This design comes from an exercise in tuning for small area, a short achievable clock period and few clock cycles per item on the open sky130 flow, not from production work. RTL that was checked went through simulation tests only; none was proved equivalent to the original.

run a:
// gcd
module gcd( input [31:0] a_in,
            input [31:0] b_in,
            input start,
            input reset_n,
            input clk,
            output [31:0] result,
            output done);
Size: roughly 810 cells after synthesis, roughly 75 flip-flops, ~6600 um2 of cells after synthesis.
export LEC_CHECK = 0
export CAP_MARGIN = 20
export CORE_MARGIN = 2
export CORE_UTILIZATION = 40
export PLACE_DENSITY = 0.6
export SETUP_SLACK_MARGIN = 0.6
export SLEW_MARGIN = 20
create_clock -name core_clock -period 4.0 [get_ports {clk}]
standard.sh (not shown) runs the stock make flow with config.mk's settings and CLKGATE_MAP_FILE= SYNTH_SCRIPT=/design/flow/synth_recipe.tcl, a recipe that flattens the netlist after the stock synthesis.
==> flow/flow/run.sh <==
#!/bin/bash
# Standard ORFS layout, with the port buffers made of the smallest buffer cell.
set -euo pipefail
export BUFFER_PORTS_ARGS="-buffer_cell sky130_fd_sc_hd__buf_1"
bash standard.sh > standard_flow.log 2>&1
Run a reached the final stage; the timing, DRC and antenna checks on its layout passed.
Testbench counts of run a, summed over its fixed seeds: cycles 53,893, items 2,400.
#### Input delta (run b over run a)
--- a/flow/design.v
+++ b/flow/design.v
@@ -1,20 +1,20 @@
 module gcd( input [31:0] a_in,
             input [31:0] b_in,
             input start,
             input reset_n,
             input clk,
             output [31:0] result,
             output done);
-  localparam int M = 3;           
+  localparam int M = 4;           
   logic [32:0] a, b;              
   logic        fb;                
   logic [4:0]  k;                 
   logic        h;                 
   logic        busy;
   logic        bz;                
   wire k_zero = (k == 5'd0);
   wire a_zero = (a == 33'd0);
   wire a_odd = a[0] ^ a[32];
   wire b_odd = b[0] ^ fb;
   wire [32:0] ag0 = b & a;
   wire [32:0] ap  = b ^ a;
@@ -202,40 +202,43 @@
     else if (M >= 3 && xl[2:0] == 3'd0) xs = {{3{x[32]}}, x[32:3]};
     else if (M >= 2 && xl[1:0] == 2'd0) xs = {{2{x[32]}}, x[32:2]};
   end
   wire conv = !fx && x[32] && xs[0];
   wire fin = bz || (odd && e_zero);
   assign done   = busy && fin && k_zero;
   assign result = a[31:0] ^ {32{a[32]}};
   always_ff @(posedge clk, negedge reset_n) begin
     if (!reset_n)                  busy <= 1'b0;
     else if (!busy)                busy <= start;
     else if (fin && k_zero)        busy <= 1'b0;
   end
-  wire load = !busy && start;
   always_ff @(posedge clk) begin
-    b  <= load ? {1'b1, ~b_in} : {xs[32:1], xs[0] & !conv};
-    fb <= load | fx | conv;
-  end
-  always_ff @(posedge clk) begin
-    if (load) begin
-      a  <= {1'b0, a_in};
-      k  <= '0;
-      h  <= 1'b0;
-      bz <= (b_in == 32'd0);
-    end else if (busy && bz) begin
+    if (!busy) begin
+      b  <= {xs[32:1], xs[0] & !conv};
+      fb <= fx | conv;
+      if (start) begin
+        a    <= {1'b0, a_in};
+        b    <= {1'b1, ~b_in};
+        fb   <= 1'b1;
+        k    <= '0;
+        h    <= 1'b0;
+        bz   <= (b_in == 32'd0);
+      end
+    end else if (bz) begin
       if (!k_zero) begin
         a <= {a[31:0], a[32]};
         k <= k - 5'd1;
       end
-    end else if (busy) begin
+    end else begin
+      b  <= {xs[32:1], xs[0] & !conv};
+      fb <= fx | conv;
       bz <= odd ? e_zero : a_zero;
       if (strip) begin
         a <= b;
         h <= !h;
         if (h) k <= k + 5'd1;
       end else if (a_even || (odd && swap)) begin
         a <= b;
       end
     end
   end
 endmodule
Notes after the runs:
Area added between synthesis and finish: run b > run a. Delta (run b minus run a): share of the core filled with cells rose by 1.2 points, time the worst path needs with I/O delays and setup shows an increase of 0.11 ns. Summary of run b over run a: count of buffers added by post-CTS timing repair for setup picked up an extra 1, critical path depth up 2, area fraction in compound gates after synthesis dropped 2.9 points. | headroom to the max-slew limit | run b vs run a | 0.22 points higher |. Final cell area excluding filler cells (run b over run a): increase, about 16%. Taking run a as the reference point, the number of gates resized after CTS of run b rises by 10. Run a -> run b: number of buffer and inverter stages on the critical path delta 0, exact match. When the final numbers for run a and run b were put side by side, the critical path's largest stage delay turned out to be greater in run b. Run b falls short of run a in detailed-placement wirelength estimate.
Testbench counts of run b, summed over its fixed seeds: cycles 51,004, items 2,400.

========
Setup of yarrow:
The RTL this note starts from:
==> flow/design.v <==
module gcd( input [31:0] a_in,
            input [31:0] b_in,
            input start,
            input reset_n,
            input clk,
            output [31:0] result,
            output done);
  localparam int M = 3;           
  logic [32:0] a, b;              
  logic        fb;                
  logic [4:0]  k;                 
  logic        h;                 
  logic        busy;
  logic        bz;                
  wire k_zero = (k == 5'd0);
  wire a_zero = (a == 33'd0);
  wire a_odd = a[0] ^ a[32];
  wire b_odd = b[0] ^ fb;
  wire [32:0] ag0 = b & a;
  wire [32:0] ap  = b ^ a;
  wire [31:0] ag  = {ag0[31:1], ag0[0] | ap[0]};
  wire cy_g0_1 = ag[1] | (ap[1] & ag[0]);
  wire cy_p0_1 = ap[1] & ap[0];
  wire cy_g0_3 = ag[3] | (ap[3] & ag[2]);
  wire cy_p0_3 = ap[3] & ap[2];
  wire cy_g0_5 = ag[5] | (ap[5] & ag[4]);
  wire cy_p0_5 = ap[5] & ap[4];
  wire cy_g0_7 = ag[7] | (ap[7] & ag[6]);
  wire cy_p0_7 = ap[7] & ap[6];
  wire cy_g0_9 = ag[9] | (ap[9] & ag[8]);
  wire cy_p0_9 = ap[9] & ap[8];
  wire cy_g0_11 = ag[11] | (ap[11] & ag[10]);
  wire cy_p0_11 = ap[11] & ap[10];
  wire cy_g0_13 = ag[13] | (ap[13] & ag[12]);
  wire cy_p0_13 = ap[13] & ap[12];
  wire cy_g0_15 = ag[15] | (ap[15] & ag[14]);
  wire cy_p0_15 = ap[15] & ap[14];
  wire cy_g0_17 = ag[17] | (ap[17] & ag[16]);
  wire cy_p0_17 = ap[17] & ap[16];
  wire cy_g0_19 = ag[19] | (ap[19] & ag[18]);
  wire cy_p0_19 = ap[19] & ap[18];
  wire cy_g0_21 = ag[21] | (ap[21] & ag[20]);
  wire cy_p0_21 = ap[21] & ap[20];
  wire cy_g0_23 = ag[23] | (ap[23] & ag[22]);
  wire cy_p0_23 = ap[23] & ap[22];
  wire cy_g0_25 = ag[25] | (ap[25] & ag[24]);
  wire cy_p0_25 = ap[25] & ap[24];
  wire cy_g0_27 = ag[27] | (ap[27] & ag[26]);
  wire cy_p0_27 = ap[27] & ap[26];
  wire cy_g0_29 = ag[29] | (ap[29] & ag[28]);
  wire cy_p0_29 = ap[29] & ap[28];
  wire cy_g0_31 = ag[31] | (ap[31] & ag[30]);
  wire cy_p0_31 = ap[31] & ap[30];
  wire cy_g1_3 = cy_g0_3 | (cy_p0_3 & cy_g0_1);
  wire cy_p1_3 = cy_p0_3 & cy_p0_1;
  wire cy_g1_7 = cy_g0_7 | (cy_p0_7 & cy_g0_5);
  wire cy_p1_7 = cy_p0_7 & cy_p0_5;
  wire cy_g1_11 = cy_g0_11 | (cy_p0_11 & cy_g0_9);
  wire cy_p1_11 = cy_p0_11 & cy_p0_9;
  wire cy_g1_15 = cy_g0_15 | (cy_p0_15 & cy_g0_13);
  wire cy_p1_15 = cy_p0_15 & cy_p0_13;
  wire cy_g1_19 = cy_g0_19 | (cy_p0_19 & cy_g0_17);
  wire cy_p1_19 = cy_p0_19 & cy_p0_17;
  wire cy_g1_23 = cy_g0_23 | (cy_p0_23 & cy_g0_21);
  wire cy_p1_23 = cy_p0_23 & cy_p0_21;
  wire cy_g1_27 = cy_g0_27 | (cy_p0_27 & cy_g0_25);
  wire cy_p1_27 = cy_p0_27 & cy_p0_25;
  wire cy_g1_31 = cy_g0_31 | (cy_p0_31 & cy_g0_29);
  wire cy_p1_31 = cy_p0_31 & cy_p0_29;
  wire cy_g2_7 = cy_g1_7 | (cy_p1_7 & cy_g1_3);
  wire cy_p2_7 = cy_p1_7 & cy_p1_3;
  wire cy_g2_15 = cy_g1_15 | (cy_p1_15 & cy_g1_11);
  wire cy_p2_15 = cy_p1_15 & cy_p1_11;
  wire cy_g2_23 = cy_g1_23 | (cy_p1_23 & cy_g1_19);
  wire cy_p2_23 = cy_p1_23 & cy_p1_19;
  wire cy_g2_31 = cy_g1_31 | (cy_p1_31 & cy_g1_27);
  wire cy_p2_31 = cy_p1_31 & cy_p1_27;
  wire cy_g3_15 = cy_g2_15 | (cy_p2_15 & cy_g2_7);
  wire cy_p3_15 = cy_p2_15 & cy_p2_7;
  wire cy_g3_31 = cy_g2_31 | (cy_p2_31 & cy_g2_23);
  wire cy_p3_31 = cy_p2_31 & cy_p2_23;
  wire cy_g4_31 = cy_g3_31 | (cy_p3_31 & cy_g3_15);
  wire cy_p4_31 = cy_p3_31 & cy_p3_15;
  wire cy_g5_23 = cy_g2_23 | (cy_p2_23 & cy_g3_15);
  wire cy_p5_23 = cy_p2_23 & cy_p3_15;
  wire cy_g6_11 = cy_g1_11 | (cy_p1_11 & cy_g2_7);
  wire cy_p6_11 = cy_p1_11 & cy_p2_7;
  wire cy_g6_19 = cy_g1_19 | (cy_p1_19 & cy_g3_15);
  wire cy_p6_19 = cy_p1_19 & cy_p3_15;
  wire cy_g6_27 = cy_g1_27 | (cy_p1_27 & cy_g5_23);
  wire cy_p6_27 = cy_p1_27 & cy_p5_23;
  wire cy_g7_5 = cy_g0_5 | (cy_p0_5 & cy_g1_3);
  wire cy_p7_5 = cy_p0_5 & cy_p1_3;
  wire cy_g7_9 = cy_g0_9 | (cy_p0_9 & cy_g2_7);
  wire cy_p7_9 = cy_p0_9 & cy_p2_7;
  wire cy_g7_13 = cy_g0_13 | (cy_p0_13 & cy_g6_11);
  wire cy_p7_13 = cy_p0_13 & cy_p6_11;
  wire cy_g7_17 = cy_g0_17 | (cy_p0_17 & cy_g3_15);
  wire cy_p7_17 = cy_p0_17 & cy_p3_15;
  wire cy_g7_21 = cy_g0_21 | (cy_p0_21 & cy_g6_19);
  wire cy_p7_21 = cy_p0_21 & cy_p6_19;
  wire cy_g7_25 = cy_g0_25 | (cy_p0_25 & cy_g5_23);
  wire cy_p7_25 = cy_p0_25 & cy_p5_23;
  wire cy_g7_29 = cy_g0_29 | (cy_p0_29 & cy_g6_27);
  wire cy_p7_29 = cy_p0_29 & cy_p6_27;
  wire cy_g8_2 = ag[2] | (ap[2] & cy_g0_1);
  wire cy_p8_2 = ap[2] & cy_p0_1;
  wire cy_g8_4 = ag[4] | (ap[4] & cy_g1_3);
  wire cy_p8_4 = ap[4] & cy_p1_3;
  wire cy_g8_6 = ag[6] | (ap[6] & cy_g7_5);
  wire cy_p8_6 = ap[6] & cy_p7_5;
  wire cy_g8_8 = ag[8] | (ap[8] & cy_g2_7);
  wire cy_p8_8 = ap[8] & cy_p2_7;
  wire cy_g8_10 = ag[10] | (ap[10] & cy_g7_9);
  wire cy_p8_10 = ap[10] & cy_p7_9;
  wire cy_g8_12 = ag[12] | (ap[12] & cy_g6_11);
  wire cy_p8_12 = ap[12] & cy_p6_11;
  wire cy_g8_14 = ag[14] | (ap[14] & cy_g7_13);
  wire cy_p8_14 = ap[14] & cy_p7_13;
  wire cy_g8_16 = ag[16] | (ap[16] & cy_g3_15);
  wire cy_p8_16 = ap[16] & cy_p3_15;
  wire cy_g8_18 = ag[18] | (ap[18] & cy_g7_17);
  wire cy_p8_18 = ap[18] & cy_p7_17;
  wire cy_g8_20 = ag[20] | (ap[20] & cy_g6_19);
  wire cy_p8_20 = ap[20] & cy_p6_19;
  wire cy_g8_22 = ag[22] | (ap[22] & cy_g7_21);
  wire cy_p8_22 = ap[22] & cy_p7_21;
  wire cy_g8_24 = ag[24] | (ap[24] & cy_g5_23);
  wire cy_p8_24 = ap[24] & cy_p5_23;
  wire cy_g8_26 = ag[26] | (ap[26] & cy_g7_25);
  wire cy_p8_26 = ap[26] & cy_p7_25;
  wire cy_g8_28 = ag[28] | (ap[28] & cy_g6_27);
  wire cy_p8_28 = ap[28] & cy_p6_27;
  wire cy_g8_30 = ag[30] | (ap[30] & cy_g7_29);
  wire cy_p8_30 = ap[30] & cy_p7_29;
  wire [31:0] cy_G = {cy_g4_31, cy_g8_30, cy_g7_29, cy_g8_28, cy_g6_27, cy_g8_26, cy_g7_25, cy_g8_24, cy_g5_23, cy_g8_22, cy_g7_21, cy_g8_20, cy_g6_19, cy_g8_18, cy_g7_17, cy_g8_16, cy_g3_15, cy_g8_14, cy_g7_13, cy_g8_12, cy_g6_11, cy_g8_10, cy_g7_9, cy_g8_8, cy_g2_7, cy_g8_6, cy_g7_5, cy_g8_4, cy_g1_3, cy_g8_2, cy_g0_1, ag[0]};
  wire [32:0] e = ap ^ {cy_G, 1'b1};        
  wire e_zero = &(a ^ b);                   
  wire swap = e[32] ^ b[32];                
  wire strip  = h || (!a_odd && !b_odd);    
  wire a_even = !a_odd && b_odd;
  wire odd    = a_odd && b_odd;
  logic [32:0] x;
  logic        fx;
  always_comb begin
    if (strip || a_even) begin x = a; fx = a[32]; end
    else if (odd)        begin x = e; fx = 1'b0;  end
    else                 begin x = b; fx = fb;    end
  end
  wire [3:0] xl = x[3:0] ^ {4{fx}};
  logic [32:0] xs;
  always_comb begin
    xs = {x[32], x[32:1]};
    if (strip) xs = {x[32], x[32:1]};
    else if (M >= 4 && xl[3:0] == 4'd0) xs = {{4{x[32]}}, x[32:4]};
    else if (M >= 3 && xl[2:0] == 3'd0) xs = {{3{x[32]}}, x[32:3]};
    else if (M >= 2 && xl[1:0] == 2'd0) xs = {{2{x[32]}}, x[32:2]};
  end
  wire conv = !fx && x[32] && xs[0];
  wire fin = bz || (odd && e_zero);
  assign done   = busy && fin && k_zero;
  assign result = a[31:0] ^ {32{a[32]}};
  always_ff @(posedge clk, negedge reset_n) begin
    if (!reset_n)                  busy <= 1'b0;
    else if (!busy)                busy <= start;
    else if (fin && k_zero)        busy <= 1'b0;
  end
  wire load = !busy && start;
  always_ff @(posedge clk) begin
    b  <= load ? {1'b1, ~b_in} : {xs[32:1], xs[0] & !conv};
    fb <= load | fx | conv;
  end
  always_ff @(posedge clk) begin
    if (load) begin
      a  <= {1'b0, a_in};
      k  <= '0;
      h  <= 1'b0;
      bz <= (b_in == 32'd0);
    end else if (busy && fin) begin
      bz <= 1'b1;
      if (!k_zero) begin
        a <= {a[31:0], a[32]};
        k <= k - 5'd1;
      end
    end else if (busy) begin
      bz <= odd ? e_zero : a_zero;
      if (strip) begin
        a <= b;
        h <= !h;
        if (h) k <= k + 5'd1;
      end else if (a_even || (odd && swap)) begin
        a <= b;
      end
    end
  end
endmodule
Settings: LEC_CHECK=0, CAP_MARGIN=20, CORE_MARGIN=2, CORE_UTILIZATION=40, PLACE_DENSITY=0.6, SETUP_SLACK_MARGIN=0.6, SLEW_MARGIN=20; clock period 4.0 ns.
==> flow/flow/run.sh <==
#!/bin/bash
# Standard ORFS layout, with the port buffers made of the smallest buffer
# cell and a clock tree without dummy loads.
set -euo pipefail
export BUFFER_PORTS_ARGS="-buffer_cell sky130_fd_sc_hd__buf_1"
export CTS_ARGS="-sink_clustering_enable -repair_clock_nets -dont_use_dummy_load -sink_clustering_size 80 -sink_clustering_max_diameter 400 -buf_list sky130_fd_sc_hd__clkbuf_16"
bash standard.sh > standard_flow.log 2>&1
Changes in pepper relative to yarrow:
diff --git a/flow/design.v b/flow/design.v
--- a/flow/design.v
+++ b/flow/design.v
@@ -6,5 +6,5 @@
             output [31:0] result,
             output done);
-  localparam int M = 3;           
+  localparam int M = 2;           
   logic [32:0] a, b;              
   logic        fb;                
@@ -177,6 +177,5 @@
       h  <= 1'b0;
       bz <= (b_in == 32'd0);
-    end else if (busy && fin) begin
-      bz <= 1'b1;
+    end else if (busy && bz) begin
       if (!k_zero) begin
         a <= {a[31:0], a[32]};
==> comparison <==
The remaining max-slew budget at the tightest pin of pepper was superior to that of yarrow. Comparing pepper and yarrow, mux contribution to synthesized area is lower on yarrow. Taking yarrow as the reference, in pepper adder and majority cell fraction of the synthesized area rose by 0.46 points, cell count fell by 131, count of plain and timing-repair buffers rose by 6, global routing usage summed across all routing layers fell by 1.4 points. Clock buffer and inverter area fraction after layout: yarrow vs pepper, no meaningful difference. pepper vs. yarrow: growth of design area from synthesis to finish +2.4 points; final critical-path required period -220 ps.
No functional check of the RTL was part of any run of this note.

-- re-timing with driven ports --
In the flow no input, the clock included, has a driving cell. The finished layouts below were timed again as built, in two steps. Step 1 (the two cells are an assumption about what drives the block):
set clk [get_ports {clk}]
set_driving_cell -lib_cell sky130_fd_sc_hd__clkbuf_16 $clk
set_driving_cell -lib_cell sky130_fd_sc_hd__buf_2 [delete_from_list [all_inputs] $clk]
Step 2 moves the port delays by t, midway between the first and last clock arrival at a register: inputs arrive t later, outputs are due t later. That takes back most of the time a late clock gives input paths. Slacks: no drivers / after step 1 / after step 2; pairs: no drivers / after step 1.
| run | shift t [ns] | slack for setup (ns) | worst register clock-pin slew, ns | worst data-port slew with drivers (ns) | cell pins on the clock port's net |
|---|---|---|---|---|---|
| run a | 0.396 | 0.680 / 0.639 / 0.685 | 0.06 / 0.06 | 0.04 | 1 |
| run b | 0.401 | 0.569 / 0.569 / 0.569 | 0.07 / 0.07 | 0.04 | 1 |
| yarrow | 0.388 | 0.469 / 0.469 / 0.469 | 0.06 / 0.06 | 0.04 | 1 |
| pepper | 0.386 | 0.693 / 0.693 / 0.693 | 0.06 / 0.06 | 0.05 | 1 |
After both steps setup and hold are still met in every run listed.
